What follows belongs to an exercise in optimizing a design on an open flow for small area; a production flow would make more cautious choices. Only simulation tests tie the RTL to the original design; equivalence was not proved.

==> flow/design.v <==
`timescale 1ns / 1ps
module debounce(
    input [4:0] pb,
    input clk,
    input reset,
    input en,
    output any_out
    );
    reg [4:0] q0;
    reg r1;
    reg r2;
    always @(posedge clk) begin
        if (reset) begin
            q0 <= 0;
            r1 <= 0;
            r2 <= 0;
        end
        else if (en) begin
            q0 <= pb;
            r1 <= |(pb & ~q0);
            r2 <= r1;
        end
    end
    assign any_out = r2;
endmodule
`timescale 1ns / 1ps
module simon(
    input clk,
    input reset,
    input [4:0] buttons,
    output reg[3:0] led,
    output reg[5:0] state_led,
    output reg [6:0] out,
    output reg [3:0] anod
    );
    localparam [3:0] S_IDLE0  = 4'd0,    
                     S_IDLE1  = 4'd1,    
                     S_IDLEGO = 4'd2,    
                     S_ROFF   = 4'd4,    
                     S_IN1    = 4'd5,    
                     S_INE    = 4'd6,    
                     S_INO    = 4'd7,    
                     S_CHK    = 4'd8,    
                     S_GO1    = 4'd9,    
                     S_GO     = 4'd10,   
                     S_LEDD   = 4'd11,   
                     S_LEDS   = 4'd12;   
    reg [3:0] S;
    reg [4:0] j;
    reg [4:0] hi;
    always @(posedge clk) begin
        if (reset) begin
            j <= 5'd15;
            hi <= 0;
        end
        else begin
            j <= j + 1'b1;
            if (j == 5'd14)
                hi <= hi + 1'b1;
        end
    end
    wire tick = (j == 5'd31);
    wire db_en = (j[1:0] == 2'd2);
    wire [1:0] rnd_src = {j[1] ^ j[0], ~j[0]};
    wire r_any;
    debounce db(buttons, clk, reset, db_en, r_any);
    reg r_any_q;
    reg buttons_any_q;
    reg isPressed;
    reg [1:0] rnd;
    always @(posedge clk) begin
        r_any_q <= r_any;
        buttons_any_q <= |buttons;
        isPressed <= (buttons == 5'b10000);
        if (reset)
            rnd <= 0;
        else if ((|buttons) & ~buttons_any_q)
            rnd <= rnd_src;
    end
    wire r_rise = r_any & ~r_any_q;
    wire is_start = (buttons == 5'b10000);
    wire dir_ok = (buttons == 5'b00001) | (buttons == 5'b00010) |
                  (buttons == 5'b00100) | (buttons == 5'b01000);
    wire [1:0] benc = {buttons[2] | buttons[3], buttons[1] | buttons[3]};
    reg [4:0] W;        
    reg f32;            
    reg [4:0] P;        
    reg [4:0] ui;       
    reg [1:0] color;    
    reg [1:0] cur;      
    reg pend;
    reg [1:0] wbuf;
    reg mm;
    reg vf;
    reg v0;             
    reg [1:0] g0c;      
    reg x1;             
    reg [63:0] mr;
    reg [31:0] br;
    wire inS = (S == S_IN1) | (S == S_INE) | (S == S_INO);
    wire goS = (S == S_GO1) | (S == S_GO);
    wire req = r_rise & inS;
    wire wreq = req & dir_ok;
    wire pass = (j[2:0] == ui[2:0]);
    wire exec = (pend | wreq) & pass;
    wire [1:0] wcol = pend ? wbuf : benc;
    wire upd = (req & ~dir_ok) | exec;
    wire goclr = r_rise & goS & is_start;
    wire [1:0] wpt = ui[4:3] - j[4:3];    
    wire eqW = (j == W);
    wire [1:0] mhead = mr[1:0];
    wire mwe = (S == S_ROFF) & eqW;
    wire [1:0] min = mwe ? color : mhead;
    reg [1:0] m_at;
    always @(*) begin
        case (wpt)
            2'd0: m_at = mr[1:0];
            2'd1: m_at = mr[17:16];
            2'd2: m_at = mr[33:32];
            default: m_at = mr[49:48];
        endcase
    end
    wire wdiff = (wcol != m_at);
    wire w0 = (W == 5'd0);
    wire b_new = ~w0 | ~v0 | (g0c != color);
    wire b_tail = (exec && wpt == 2'd0) ? wdiff : (mwe ? b_new : br[0]);
    wire b_8  = (exec && wpt == 2'd1) ? wdiff : br[8];
    wire b_16 = (exec && wpt == 2'd2) ? wdiff : br[16];
    wire b_24 = (exec && wpt == 2'd3) ? wdiff : br[24];
    wire mis = vf & b_tail;
    wire fin = mm | mis | (w0 & x1);
    wire last = (P == W);
    wire [4:0] P1 = P + 1'b1;
    always @(posedge clk) begin
        mr <= {min, mr[63:2]};
        br <= {b_tail, br[31:25], b_24, br[23:17], b_16, br[15:9], b_8, br[7:1]};
        mm <= (S == S_CHK) & (mm | mis);
        vf <= tick | (vf & ~eqW);
        if (j == P)
            cur <= mr[1:0];
        wbuf <= wcol;
    end
    always @(posedge clk) begin
        if (reset) begin
            pend <= 0;
            ui <= 0;
            v0 <= 0;
            x1 <= 0;
        end
        else begin
            pend <= (pend | wreq) & ~pass;
            if (goclr)
                ui <= 0;
            else if (upd)
                ui <= (ui >= W) ? 5'd0 : ui + 1'b1;
            if (goclr) begin
                v0 <= 0;
                x1 <= 0;
            end
            else if (exec) begin
                if (ui == 5'd0)
                    v0 <= 1;
                else
                    x1 <= 1;
            end
        end
        if (exec && ui == 5'd0)
            g0c <= wcol;
    end
    always @(posedge clk) begin
        if (reset) begin
            S <= S_IDLE0;
            W <= 0;
            P <= 0;
            f32 <= 0;
        end
        else begin
            if (tick) begin
                case (S)
                    S_IDLE1, S_IDLEGO: begin
                        color <= rnd;
                        S <= S_ROFF;
                    end
                    S_ROFF: S <= S_IN1;
                    S_IN1, S_INE: S <= S_INO;
                    S_INO: begin
                        if (last) begin
                            P <= 0;
                            S <= S_CHK;
                        end
                        else begin
                            P <= P1;
                            S <= S_INE;
                        end
                    end
                    S_CHK: begin
                        if (fin) begin
                            W <= 0;
                            f32 <= 0;
                            S <= S_GO1;
                        end
                        else begin
                            W <= W + 1'b1;
                            f32 <= (W == 5'd31);
                            S <= (W == 5'd31) ? S_GO1 : S_LEDD;
                        end
                    end
                    S_GO1, S_GO: S <= isPressed ? S_IDLEGO : S_GO;
                    S_LEDD: begin
                        if (last) begin
                            color <= rnd;
                            P <= 0;
                            S <= S_ROFF;
                        end
                        else begin
                            color <= cur;
                            P <= P1;
                            S <= S_LEDS;
                        end
                    end
                    S_LEDS: begin
                        if (last || cur == color)
                            S <= S_LEDD;
                        else begin
                            color <= cur;
                            P <= P1;
                        end
                    end
                    default: ;
                endcase
            end
            if (S == S_IDLE0 && r_rise && is_start)
                S <= S_IDLE1;
        end
    end
    wire led_on = (S == S_ROFF) | (S == S_LEDS);
    always @(*) begin
        led = {led_on & (color == 2'd0), led_on & (color == 2'd1),
               led_on & (color == 2'd2), led_on & (color == 2'd3)};
        state_led = {1'b0,
                     (S == S_IDLEGO) | (S == S_GO),
                     (S == S_GO1) | (S == S_LEDD) | (S == S_LEDS),
                     (S == S_INE) | (S == S_INO) | (S == S_CHK),
                     (S == S_IN1),
                     (S == S_ROFF)};
    end
    wire [4:0] w_ones = W % 5'd10;
    wire [4:0] w_tens = W / 5'd10;
    reg [3:0] led_bcd;
    always @(*) begin
        case (hi[4:3])
            2'b00: begin anod = 4'b1110; led_bcd = f32 ? 4'd2 : w_ones[3:0]; end
            2'b01: begin anod = 4'b1101; led_bcd = f32 ? 4'd3 : {2'b00, w_tens[1:0]}; end
            2'b10: begin anod = 4'b1011; led_bcd = 4'd0; end
            default: begin anod = 4'b0111; led_bcd = 4'd0; end
        endcase
    end
    always @(*) begin
        case (led_bcd)
            4'd0: out = 7'b0000001;
            4'd1: out = 7'b1001111;
            4'd2: out = 7'b0010010;
            4'd3: out = 7'b0000110;
            4'd4: out = 7'b1001100;
            4'd5: out = 7'b0100100;
            4'd6: out = 7'b0100000;
            4'd7: out = 7'b0001111;
            4'd8: out = 7'b0000000;
            4'd9: out = 7'b0000100;
            default: out = 7'b0000001;
        endcase
    end
endmodule
Settings: LEC_CHECK=0, CAP_MARGIN=20, CORE_MARGIN=2, CORE_UTILIZATION=40, PLACE_DENSITY=0.6, SLEW_MARGIN=20; clock period 12.0 ns.
run.sh (not shown) runs the stock make flow with config.mk's settings and CLKGATE_MAP_FILE= SYNTH_SCRIPT=/design/flow/synth_recipe.tcl, a recipe that flattens the netlist after the stock synthesis.
Change:
--- a/flow/design.v
+++ b/flow/design.v
@@ -90,13 +90,11 @@
     reg [1:0] cur;      
     reg pend;
     reg [1:0] wbuf;
+    reg clr_p;
     reg mm;
     reg vf;
-    reg v0;             
-    reg [1:0] g0c;      
-    reg x1;             
     reg [63:0] mr;
-    reg [31:0] br;
+    reg [95:0] gr;
     wire inS = (S == S_IN1) | (S == S_INE) | (S == S_INO);
     wire goS = (S == S_GO1) | (S == S_GO);
     wire req = r_rise & inS;
@@ -106,35 +104,24 @@
     wire [1:0] wcol = pend ? wbuf : benc;
     wire upd = (req & ~dir_ok) | exec;
     wire goclr = r_rise & goS & is_start;
+    wire clrwin = clr_p & (S == S_ROFF);
     wire [1:0] wpt = ui[4:3] - j[4:3];    
     wire eqW = (j == W);
     wire [1:0] mhead = mr[1:0];
     wire mwe = (S == S_ROFF) & eqW;
     wire [1:0] min = mwe ? color : mhead;
-    reg [1:0] m_at;
-    always @(*) begin
-        case (wpt)
-            2'd0: m_at = mr[1:0];
-            2'd1: m_at = mr[17:16];
-            2'd2: m_at = mr[33:32];
-            default: m_at = mr[49:48];
-        endcase
-    end
-    wire wdiff = (wcol != m_at);
-    wire w0 = (W == 5'd0);
-    wire b_new = ~w0 | ~v0 | (g0c != color);
-    wire b_tail = (exec && wpt == 2'd0) ? wdiff : (mwe ? b_new : br[0]);
-    wire b_8  = (exec && wpt == 2'd1) ? wdiff : br[8];
-    wire b_16 = (exec && wpt == 2'd2) ? wdiff : br[16];
-    wire b_24 = (exec && wpt == 2'd3) ? wdiff : br[24];
-    wire mis = vf & b_tail;
-    wire fin = mm | mis | (w0 & x1);
+    wire [2:0] g_tail = (exec && wpt == 2'd0) ? {1'b1, wcol} : {gr[2] & ~clrwin, gr[1:0]};
+    wire [2:0] g_8  = (exec && wpt == 2'd1) ? {1'b1, wcol} : gr[26:24];
+    wire [2:0] g_16 = (exec && wpt == 2'd2) ? {1'b1, wcol} : gr[50:48];
+    wire [2:0] g_24 = (exec && wpt == 2'd3) ? {1'b1, wcol} : gr[74:72];
+    wire mis = g_tail[2] ? (~vf | (g_tail[1:0] != mhead)) : vf;
+    wire fin = mm | mis;
     wire last = (P == W);
     wire [4:0] P1 = P + 1'b1;
     always @(posedge clk) begin
         mr <= {min, mr[63:2]};
-        br <= {b_tail, br[31:25], b_24, br[23:17], b_16, br[15:9], b_8, br[7:1]};
-        mm <= (S == S_CHK) & (mm | mis);
+        gr <= {g_tail, gr[95:75], g_24, gr[71:51], g_16, gr[47:27], g_8, gr[23:3]};
+        mm <= (S == S_CHK) & fin;
         vf <= tick | (vf & ~eqW);
         if (j == P)
             cur <= mr[1:0];
@@ -144,8 +131,7 @@
         if (reset) begin
             pend <= 0;
             ui <= 0;
-            v0 <= 0;
-            x1 <= 0;
+            clr_p <= 1;
         end
         else begin
             pend <= (pend | wreq) & ~pass;
@@ -153,19 +139,11 @@
                 ui <= 0;
             else if (upd)
                 ui <= (ui >= W) ? 5'd0 : ui + 1'b1;
-            if (goclr) begin
-                v0 <= 0;
-                x1 <= 0;
-            end
-            else if (exec) begin
-                if (ui == 5'd0)
-                    v0 <= 1;
-                else
-                    x1 <= 1;
-            end
-        end
-        if (exec && ui == 5'd0)
-            g0c <= wcol;
+            if (goclr)
+                clr_p <= 1;
+            else if (tick && S == S_ROFF)
+                clr_p <= 0;
+        end
     end
     always @(posedge clk) begin
         if (reset) begin
Non-clock buffer count stays the same.
Synthesized cell count is higher by 13%.
Hold slack got worse by 12 ps.
Count of clock-buffer cells in the layout is higher by 7.
Die area grows by 21%.
First-iteration DRC count drops by 18%.
Design area went up by 22%.
Fmax drops by 6.2%.
Register-to-register slack gets worse by 490 ps.

[static timing again, ports no longer ideal]
The results above use ideal ports. As a check the final layouts listed here were re-extracted and re-timed, cells and wires unchanged. Step 1 (the two cells are an assumption about what drives the block):
set clk [get_ports {clk}]
set_driving_cell -lib_cell sky130_fd_sc_hd__clkbuf_16 $clk
set_driving_cell -lib_cell sky130_fd_sc_hd__buf_2 [delete_from_list [all_inputs] $clk]
Step 2 also shifts input and output timing later by t, the mid clock arrival at the registers, as if the neighbouring blocks saw the same clock. Three values: ideal ports, drivers, drivers and shift; two values: the first two.
run | t, ns | setup slack, ns | hold slack, ns | worst setup path at the end | worst register clock-pin slew, ns
the first run | 0.448 | 5.466 / 5.429 / 5.876 | 0.324 / 0.324 / 0.324 | register to output | 0.06 / 0.06
the second run | 0.542 | 5.035 / 4.993 / 5.535 | 0.313 / 0.313 / 0.313 | register to output | 0.07 / 0.07
After both steps every run listed still meets setup and hold.
